From an optimization exercise on the open Yosys and OpenROAD flow, aimed at small area; shortcuts taken in it are not production practice.
Only simulation tests tie the RTL to the original design; equivalence was not proved.

Design uart_secded_top, start of the top module:
module uart_secded_top (
  input        clk,
  input        reset_n,              
  input        trans,
  input  [7:0] bus_data_in,
  output       tx,
  output [2:0] tx_status,            
  output       wait_request_write,
  input        rx,
  input        read_en,
  output [2:0] rx_status,            
  output       wait_request_read,
  output [9:0] rx_dout,              
  output       rx_valid              
);
export LEC_CHECK = 0
export CAP_MARGIN = 20
export CORE_MARGIN = 2
export CORE_UTILIZATION = 40
export SLEW_MARGIN = 20
create_clock -name core_clock -period 20.0 [get_ports {clk}]
standard.sh (not shown) runs the stock make flow with config.mk's settings and CLKGATE_MAP_FILE= SYNTH_SCRIPT=/design/flow/synth_recipe.tcl, a recipe that flattens the netlist after the stock synthesis.
==> flow/flow/run.sh <==
#!/bin/bash
# Standard ORFS layout with smaller port buffers and a leaner clock tree.
set -euo pipefail
export BUFFER_PORTS_ARGS="-buffer_cell sky130_fd_sc_hd__buf_1"
export CTS_ARGS="-sink_clustering_enable -repair_clock_nets -buf_list sky130_fd_sc_hd__clkbuf_4 -root_buf sky130_fd_sc_hd__clkbuf_4 -tree_buf sky130_fd_sc_hd__clkbuf_4 -sink_clustering_size 10 -sink_clustering_max_diameter 40 -dont_use_dummy_load"
bash standard.sh > standard.log 2>&1
Rerun with:
==> flow/flow/run.sh (replaced) <==
#!/bin/bash
# The standard ORFS layout (standard.sh), with three changes:
#  * synthesis maps with an area-oriented ABC script (flow/abc_area.script)
#    in place of ORFS's speed script; everything else in synthesis is
#    unchanged, so the registers are those of the standard synthesis;
#    adders are left to ABC too (no ORFS adder cell mapping);
#  * port buffers are sky130_fd_sc_hd__buf_1;
#  * the clock tree is built from clkbuf_4 cells in clusters of up to 12
#    sinks, without dummy loads.
# Each tool's output is in orfs/logs/...; make's output is in standard.log.
set -euo pipefail
HERE=$(pwd)
rm -rf "$HERE/scripts"
cp -r "$FLOW_HOME/scripts" "$HERE/scripts"
cp "$HERE/flow/abc_area.script" "$HERE/scripts/abc_speed.script"
export SCRIPTS_DIR="$HERE/scripts"
export ADDER_MAP_FILE=
export BUFFER_PORTS_ARGS="-buffer_cell sky130_fd_sc_hd__buf_1"
export CTS_ARGS="-sink_clustering_enable -repair_clock_nets -buf_list sky130_fd_sc_hd__clkbuf_4 -root_buf sky130_fd_sc_hd__clkbuf_4 -tree_buf sky130_fd_sc_hd__clkbuf_4 -sink_clustering_size 12 -sink_clustering_max_diameter 35 -dont_use_dummy_load"
bash standard.sh > standard.log 2>&1
==> flow/flow/abc_area.script (new file) <==
&get -n
&st
&syn2
&dch
&nf -R 1000 -p -a -F 8 -A 8
&put
topo
dnsize -c
--- a/flow/config.mk
+++ b/flow/config.mk
@@ -8,4 +8,5 @@
 export CAP_MARGIN = 20
 export CORE_MARGIN = 2
-export CORE_UTILIZATION = 40
+export CORE_UTILIZATION = 65
+export PLACE_DENSITY = 0.75
 export SLEW_MARGIN = 20
Core utilization climbs by 28 points.
Critical path depth stays the same.
Routed wire length falls by about a fifth.
Design area shrinks by a little under a tenth.
Final cell count falls by about a fifth.
Setup slack improves by 0.0053 ns.
Rerun with:
--- a/flow/flow/run.sh
+++ b/flow/flow/run.sh
@@ -6,5 +6,5 @@
 #    adders are left to ABC too (no ORFS adder cell mapping);
 #  * port buffers are sky130_fd_sc_hd__buf_1;
-#  * the clock tree is built from clkbuf_4 cells in clusters of up to 12
+#  * the clock tree is built from clkbuf_4 cells in clusters of up to 10
 #    sinks, without dummy loads.
 # Each tool's output is in orfs/logs/...; make's output is in standard.log.
@@ -17,4 +17,4 @@
 export ADDER_MAP_FILE=
 export BUFFER_PORTS_ARGS="-buffer_cell sky130_fd_sc_hd__buf_1"
-export CTS_ARGS="-sink_clustering_enable -repair_clock_nets -buf_list sky130_fd_sc_hd__clkbuf_4 -root_buf sky130_fd_sc_hd__clkbuf_4 -tree_buf sky130_fd_sc_hd__clkbuf_4 -sink_clustering_size 12 -sink_clustering_max_diameter 35 -dont_use_dummy_load"
+export CTS_ARGS="-sink_clustering_enable -repair_clock_nets -buf_list sky130_fd_sc_hd__clkbuf_4 -root_buf sky130_fd_sc_hd__clkbuf_4 -tree_buf sky130_fd_sc_hd__clkbuf_4 -sink_clustering_size 10 -sink_clustering_max_diameter 40 -dont_use_dummy_load"
 bash standard.sh > standard.log 2>&1
--- a/flow/config.mk
+++ b/flow/config.mk
@@ -8,5 +8,4 @@
 export CAP_MARGIN = 20
 export CORE_MARGIN = 2
-export CORE_UTILIZATION = 65
-export PLACE_DENSITY = 0.75
+export CORE_UTILIZATION = 40
 export SLEW_MARGIN = 20
Effect:
- routed wire length climbs by about 6%
- clock-buffer cell count goes up by 3
- cell count goes up by 13%
- flip-flop and latch count is unchanged
- fmax hardly moves

========
old:
Another version of the RTL of uart_secded_top (not shown whole).
Size: ~300 flip-flops, ~33 I/O pins.
clock: 20.0 ns
lec_check: 0
cap_margin: 20
core_margin: 2
core_utilization: 40
slew_margin: 20
run.sh (not shown) runs the stock make flow with config.mk's settings and CLKGATE_MAP_FILE= SYNTH_SCRIPT=/design/flow/synth_recipe.tcl, a recipe that flattens the netlist after the stock synthesis.
Stock flow here: none of the scripts above is used.
The flow did not stop early for old: all stages ran, and the layout cleared the timing, DRC and antenna checks.
## Diff of input files: new against old
- an added CTS_BUF_LIST of sky130_fd_sc_hd__clkbuf_4
- an added CTS_CLUSTER_SIZE of 30
--- outcome ---
Pin slew with the least headroom to its limit: old vs new — no meaningful difference
Utilization (lower): new
Wire length of the first global-routing pass (new vs. old) increases by a few percent

========
== run A ==
uart_secded_top, a different RTL version from the one above (not shown whole).
Size: ~33 I/O pins.
clock: 20.0 ns
lec_check: 0
cap_margin: 20
core_margin: 2
core_utilization: 65
place_density: 0.75
slew_margin: 20
standard.sh (not shown) runs the stock make flow with config.mk's settings and CLKGATE_MAP_FILE= SYNTH_SCRIPT=/design/flow/synth_recipe.tcl, a recipe that flattens the netlist after the stock synthesis.
==> flow/flow/run.sh <==
#!/bin/bash
# The standard ORFS layout (standard.sh), with three changes:
#  * synthesis maps with an area-oriented ABC script (flow/abc_area.script)
#    in place of ORFS's speed script; everything else in synthesis is
#    unchanged, so the registers are those of the standard synthesis;
#    adders are left to ABC too (no ORFS adder cell mapping);
#  * port buffers are sky130_fd_sc_hd__buf_1;
#  * the clock tree is built from clkbuf_4 cells, with clkbuf_8 cells driving clusters of up to 20
#    sinks, without dummy loads.
# Each tool's output is in orfs/logs/...; make's output is in standard.log.
set -euo pipefail
HERE=$(pwd)
rm -rf "$HERE/scripts"
cp -r "$FLOW_HOME/scripts" "$HERE/scripts"
cp "$HERE/flow/abc_area.script" "$HERE/scripts/abc_speed.script"
export SCRIPTS_DIR="$HERE/scripts"
export ADDER_MAP_FILE=
export BUFFER_PORTS_ARGS="-buffer_cell sky130_fd_sc_hd__buf_1"
export CTS_ARGS="-sink_clustering_enable -repair_clock_nets -buf_list sky130_fd_sc_hd__clkbuf_4 -root_buf sky130_fd_sc_hd__clkbuf_4 -tree_buf sky130_fd_sc_hd__clkbuf_4 -sink_clustering_buffer sky130_fd_sc_hd__clkbuf_8 -sink_clustering_size 20 -sink_clustering_max_diameter 40 -dont_use_dummy_load"
bash standard.sh > standard.log 2>&1
==> flow/flow/abc_area.script <==
&get -n
&st
&syn2
&dch
&nf -R 1000 -p -a -F 8 -A 8
&put
topo
dnsize -c
Run A reached the final stage; the timing, DRC and antenna checks on its layout passed.
Edits applied to the flow inputs when going from run A to run B:
==> flow/flow/run.sh <==
#!/bin/bash
# The standard ORFS layout (standard.sh), with three changes:
#  * synthesis maps with an area-oriented ABC script (flow/abc_area.script)
#    in place of ORFS's speed script; everything else in synthesis is
#    unchanged, so the registers are those of the standard synthesis;
#    adders are left to ABC too (no ORFS adder cell mapping);
#  * port buffers are sky130_fd_sc_hd__buf_1;
#  * the clock tree is built from clkbuf_4 cells in clusters of up to 12
#    sinks, without dummy loads.
# Each tool's output is in orfs/logs/...; make's output is in standard.log.
set -euo pipefail
HERE=$(pwd)
rm -rf "$HERE/scripts"
cp -r "$FLOW_HOME/scripts" "$HERE/scripts"
cp "$HERE/flow/abc_area.script" "$HERE/scripts/abc_speed.script"
export SCRIPTS_DIR="$HERE/scripts"
export ADDER_MAP_FILE=
export BUFFER_PORTS_ARGS="-buffer_cell sky130_fd_sc_hd__buf_1"
export CTS_ARGS="-sink_clustering_enable -repair_clock_nets -buf_list sky130_fd_sc_hd__clkbuf_4 -root_buf sky130_fd_sc_hd__clkbuf_4 -tree_buf sky130_fd_sc_hd__clkbuf_4 -sink_clustering_size 12 -sink_clustering_max_diameter 35 -dont_use_dummy_load"
bash standard.sh > standard.log 2>&1
## What came out
Fraction of layout cells with a size suffix above 1: run B vs run A up 1.3 points. Run A → run B: number of buffers created by CTS shows an increase of 9; compound-cell area share of the yosys netlist shows no meaningful change; global-route wire length before repair shows an increase of 170 um. Run B ended with less clock latency on the worst-skew pair than run A. More vias were needed by run B than by run A. Going from run A to run B, routed wire length was more or less identical; post-route clock period utilization about even.
### run B -> run C
diff --git a/flow/flow/run.sh b/flow/flow/run.sh
--- a/flow/flow/run.sh
+++ b/flow/flow/run.sh
@@ -17,4 +17,4 @@
 export ADDER_MAP_FILE=
 export BUFFER_PORTS_ARGS="-buffer_cell sky130_fd_sc_hd__buf_1"
-export CTS_ARGS="-sink_clustering_enable -repair_clock_nets -buf_list sky130_fd_sc_hd__clkbuf_4 -root_buf sky130_fd_sc_hd__clkbuf_4 -tree_buf sky130_fd_sc_hd__clkbuf_4 -sink_clustering_size 12 -sink_clustering_max_diameter 35 -dont_use_dummy_load"
+export CTS_ARGS="-sink_clustering_enable -repair_clock_nets -buf_list sky130_fd_sc_hd__clkbuf_4 -root_buf sky130_fd_sc_hd__clkbuf_4 -tree_buf sky130_fd_sc_hd__clkbuf_4 -sink_clustering_size 12 -sink_clustering_max_diameter 45 -dont_use_dummy_load"
 bash standard.sh > standard.log 2>&1
==> summary.txt <==
- Run C: done, clean on timing, DRC and antenna
- Run C against run B: multi-input gate share of the layout cell area essentially unchanged, TritonCTS buffer count now smaller, global-route wire length before repair flat.
- In terms of via density per instance, run B and run C differ only marginally.
- On amount of wire on met3 after detailed routing, the lower figure sits with run B, not run C.
- Compare run C and run B | sequential share of layout area lower: run B
- Measured against each other, run C and run B differ in maximum clock skew at final layout, the higher figure coming from run B.
- Run B → run C: last weighted congestion value of the routability-driven placer held steady, area added between synthesis and finish shrank by 0.54 points, met1 track demand over resource held steady, setup slack shrank by 0.0056 ns.

separate check: timing with driven ports:
Ports are ideal in the flow. The routed layouts listed here were re-timed in OpenROAD.
Step 1, drivers: a clkbuf_16 drives clk and a buf_2 each remaining input, both assumed.
Step 2, shift: input delay + t, output delay - t, t = (earliest + latest rising clock arrival at the registers) / 2. This alone moves slack from input paths to output paths.
a / b / c = ideal / step 1 / step 2; a / b = the first two.
run | shift t [ns] | slack for setup (ns) | worst setup path at the end | slew at the worst register clock pin (ns) | worst data-port slew with drivers (ns)
the first run of note 1 | 0.637 | 11.635 / 11.614 / 11.614 | input to output | 0.10 / 0.10 | 0.03
the second run of note 1 | 0.606 | 11.641 / 11.619 / 11.619 | input to output | 0.12 / 0.12 | 0.03
the third run of note 1 | 0.623 | 11.629 / 11.605 / 11.605 | input to output | 0.10 / 0.10 | 0.03
old | 0.591 | 10.876 / 10.853 / 10.853 | input to output | 0.07 / 0.07 | 0.03
new | 0.676 | 10.876 / 10.852 / 10.852 | input to output | 0.07 / 0.07 | 0.03
run A | 0.657 | 11.634 / 11.611 / 11.611 | input to output | 0.10 / 0.10 | 0.05
run B | 0.612 | 11.641 / 11.617 / 11.617 | input to output | 0.11 / 0.11 | 0.05
run C | 0.662 | 11.635 / 11.612 / 11.612 | input to output | 0.12 / 0.12 | 0.05
After both steps setup and hold are still met in every run listed.
